From an optimization exercise on the open Yosys and OpenROAD flow, aimed at small area; shortcuts taken in it are not production practice.
Function was checked by simulation only, so behaviour that the tests miss may differ from the original.
The flow treats the clock pin as an ideal source. Dropping or thinning the clock tree relies on that and would not hold on a real chip.
Power is estimated from default activity; no workload was simulated.

## run C
// pit
module pit #(
    parameter integer C_S_AXI_ADDR_WIDTH = 4
)
(
    input wire                              s_axi_aclk,
    input wire                              s_axi_aresetn,
    input wire                              s_axi_awvalid,
    output wire                             s_axi_awready,
    input wire [C_S_AXI_ADDR_WIDTH-1:0]     s_axi_awaddr,
    input wire [2:0]                        s_axi_awprot,
    input wire                              s_axi_wvalid,
    output wire                             s_axi_wready,
    input wire [31:0]                       s_axi_wdata,
    input wire [3:0]                        s_axi_wstrb,
    output wire                             s_axi_bvalid,
    input wire                              s_axi_bready,
    output wire [1:0]                       s_axi_bresp,
    input wire                              s_axi_arvalid,
    output wire                             s_axi_arready,
    input wire [C_S_AXI_ADDR_WIDTH-1:0]     s_axi_araddr,
    input wire [2:0]                        s_axi_arprot,
    output wire [31:0]                      s_axi_rdata,
    output wire [1:0]                       s_axi_rresp,
    output wire                             s_axi_rvalid,
    input wire                              s_axi_rready,
    output wire                             irq
);
==> flow/config.mk <==
export PLATFORM = sky130hd
export DESIGN_NAME = pit
export DESIGN_NICKNAME = pit
export VERILOG_FILES = /design/flow/design.v
export SDC_FILE = /design/flow/constraint.sdc
export NUM_CORES = 4
export LEC_CHECK = 0
export CAP_MARGIN = 20
export CORE_MARGIN = 2
export CORE_UTILIZATION = 40
export SLEW_MARGIN = 20
==> flow/constraint.sdc <==
create_clock -name core_clock -period 10.0 [get_ports {s_axi_aclk}]
set_input_delay 2.0000 -clock core_clock [delete_from_list [all_inputs] [get_ports {s_axi_aclk}]]
set_output_delay 2.0000 -clock core_clock [all_outputs]
set_load 0.01 [all_outputs]
standard.sh (not shown) runs the stock make flow with config.mk's settings and CLKGATE_MAP_FILE= SYNTH_SCRIPT=/design/flow/synth_recipe.tcl, a recipe that flattens the netlist after the stock synthesis.
==> flow/flow/run.sh <==
#!/bin/bash
# Layout flow: the standard flow (standard.sh) with three changes.
# - Synthesis is the standard synthesis script, except that ABC maps the
#   combinational logic with the area-oriented script flow/abc_area.script
#   and half adders are not extracted (ADDER_MAP_FILE empty). Registers are
#   mapped exactly as in the standard synthesis (ABC does not touch them).
# - Ports are buffered with the smallest buffer, sky130_fd_sc_hd__buf_1.
# - The clock tree: TritonCTS runs, then flow/post_cts.tcl replaces its tree
#   with one level of four clkbuf_16, one per k-means cluster of flip-flops.
set -euo pipefail
HERE=$(pwd)
cat > my_synth.tcl <<EOT
proc abc {args} {
  set i [lsearch \$args -script]
  if {\$i >= 0} { lset args [expr {\$i + 1}] $HERE/flow/abc_area.script }
  yosys abc {*}\$args
}
source $HERE/synth_recipe.tcl
EOT
bash standard.sh SYNTH_SCRIPT=$HERE/my_synth.tcl ADDER_MAP_FILE= synth > synth.log 2>&1
export BUFFER_PORTS_ARGS="-buffer_cell sky130_fd_sc_hd__buf_1"
export CTS_ARGS="-sink_clustering_enable -repair_clock_nets -dont_use_dummy_load -buf_list {sky130_fd_sc_hd__clkbuf_4}"
export POST_CTS_TCL=$HERE/flow/post_cts.tcl
bash standard.sh > standard.log 2>&1
==> flow/flow/abc_area.script <==
&get -n
&st
&dch -f
&nf -a
&put
Other scripts of this flow, unchanged in this note and not shown: flow/flow/post_cts.tcl
Run C finished all stages; the layout is clean.
Modified inputs, run D compared to run C
==> flow/flow/abc_area.script <==
strash
dch -f -p
amap
Results
Re overall power: run D is 0.021 mW down on run C. Run C -> run D: routed wire length increased by a little under 10%. Sum of met2 wire segment lengths after detailed routing: run C and run D compared, lower one is run C. | cell area | run C vs run D | ≈ equal |. Run D ends up with lower combinational cell fraction of total power than run C does. NOTE: number of standard cells after synthesis in run D exceeds that of run C. Relative to run C, run D degrades via count. Compared with run C, in run D final critical delay including setup and external delays went up 3.35 ns, minimum setup slack in the final design lost 3.36 ns.
No run of this note takes its clock network from TritonCTS; it comes from the design's own scripts or RTL.

* * *

raven:
Starting RTL as in the previous note.
Settings: LEC_CHECK=0, CAP_MARGIN=20, CORE_MARGIN=2, CORE_UTILIZATION=65, PLACE_DENSITY=0.75, SLEW_MARGIN=20; clock period 10.0 ns.
==> flow/flow/abc_area.script <==
&get -n
&st
&dch -f
&nf -a
&put
Scripts as last shown in full above: flow/flow/run.sh
Other scripts of this flow, unchanged in this note and not shown: flow/flow/post_cts.tcl
Relative to raven, the following input files were edited for xenon:
==> flow/flow/abc_area.script <==
&get -n
&st
&dch -f
&nf -a -R 20
&put
-- flow/config.mk --
<<< raven, line 10
export CORE_UTILIZATION = 65
export PLACE_DENSITY = 0.75
>>> xenon, line 10
export CORE_UTILIZATION = 40
### Flow results
- Sequential share of layout area down 0.56 points in xenon wrt raven
- [compare] base=raven new=xenon: sum of met3 wire segment lengths after detailed routing now sits lower; routed wire length on met2 now sits higher.
No run of this note takes its clock network from TritonCTS; it comes from the design's own scripts or RTL.

[static timing again, ports no longer ideal]
The results above use ideal ports. As a check the final layouts listed here were re-extracted and re-timed, cells and wires unchanged.
Step 1: set_driving_cell puts a clkbuf_16 on s_axi_aclk and a buf_2 on each other input, an assumption about the parent block.
Step 2 moves the port delays by t, midway between the first and last clock arrival at a register: inputs arrive t later, outputs are due t later. That takes back most of the time a late clock gives input paths.
Slacks: no drivers / after step 1 / after step 2; pairs: no drivers / after step 1.
run | shift t [ns] | setup WS [ns] | latest minus earliest clock arrival (ns) | cell pins on the clock port's net
run C | 0.256 | 5.092 / 5.156 / 4.900 | 0.013 / 0.013 | 4
run D | 0.260 | 1.737 / 1.799 / 1.540 | 0.017 / 0.017 | 4
raven | 0.254 | 5.026 / 5.085 / 4.832 | 0.013 / 0.013 | 4
xenon | 0.258 | 5.077 / 5.140 / 4.882 | 0.014 / 0.015 | 4
After both steps every run listed still meets setup and hold. For run D, which loses most, drivers alone change the setup slack by +0.062 ns; drivers and shift together by -0.197 ns.
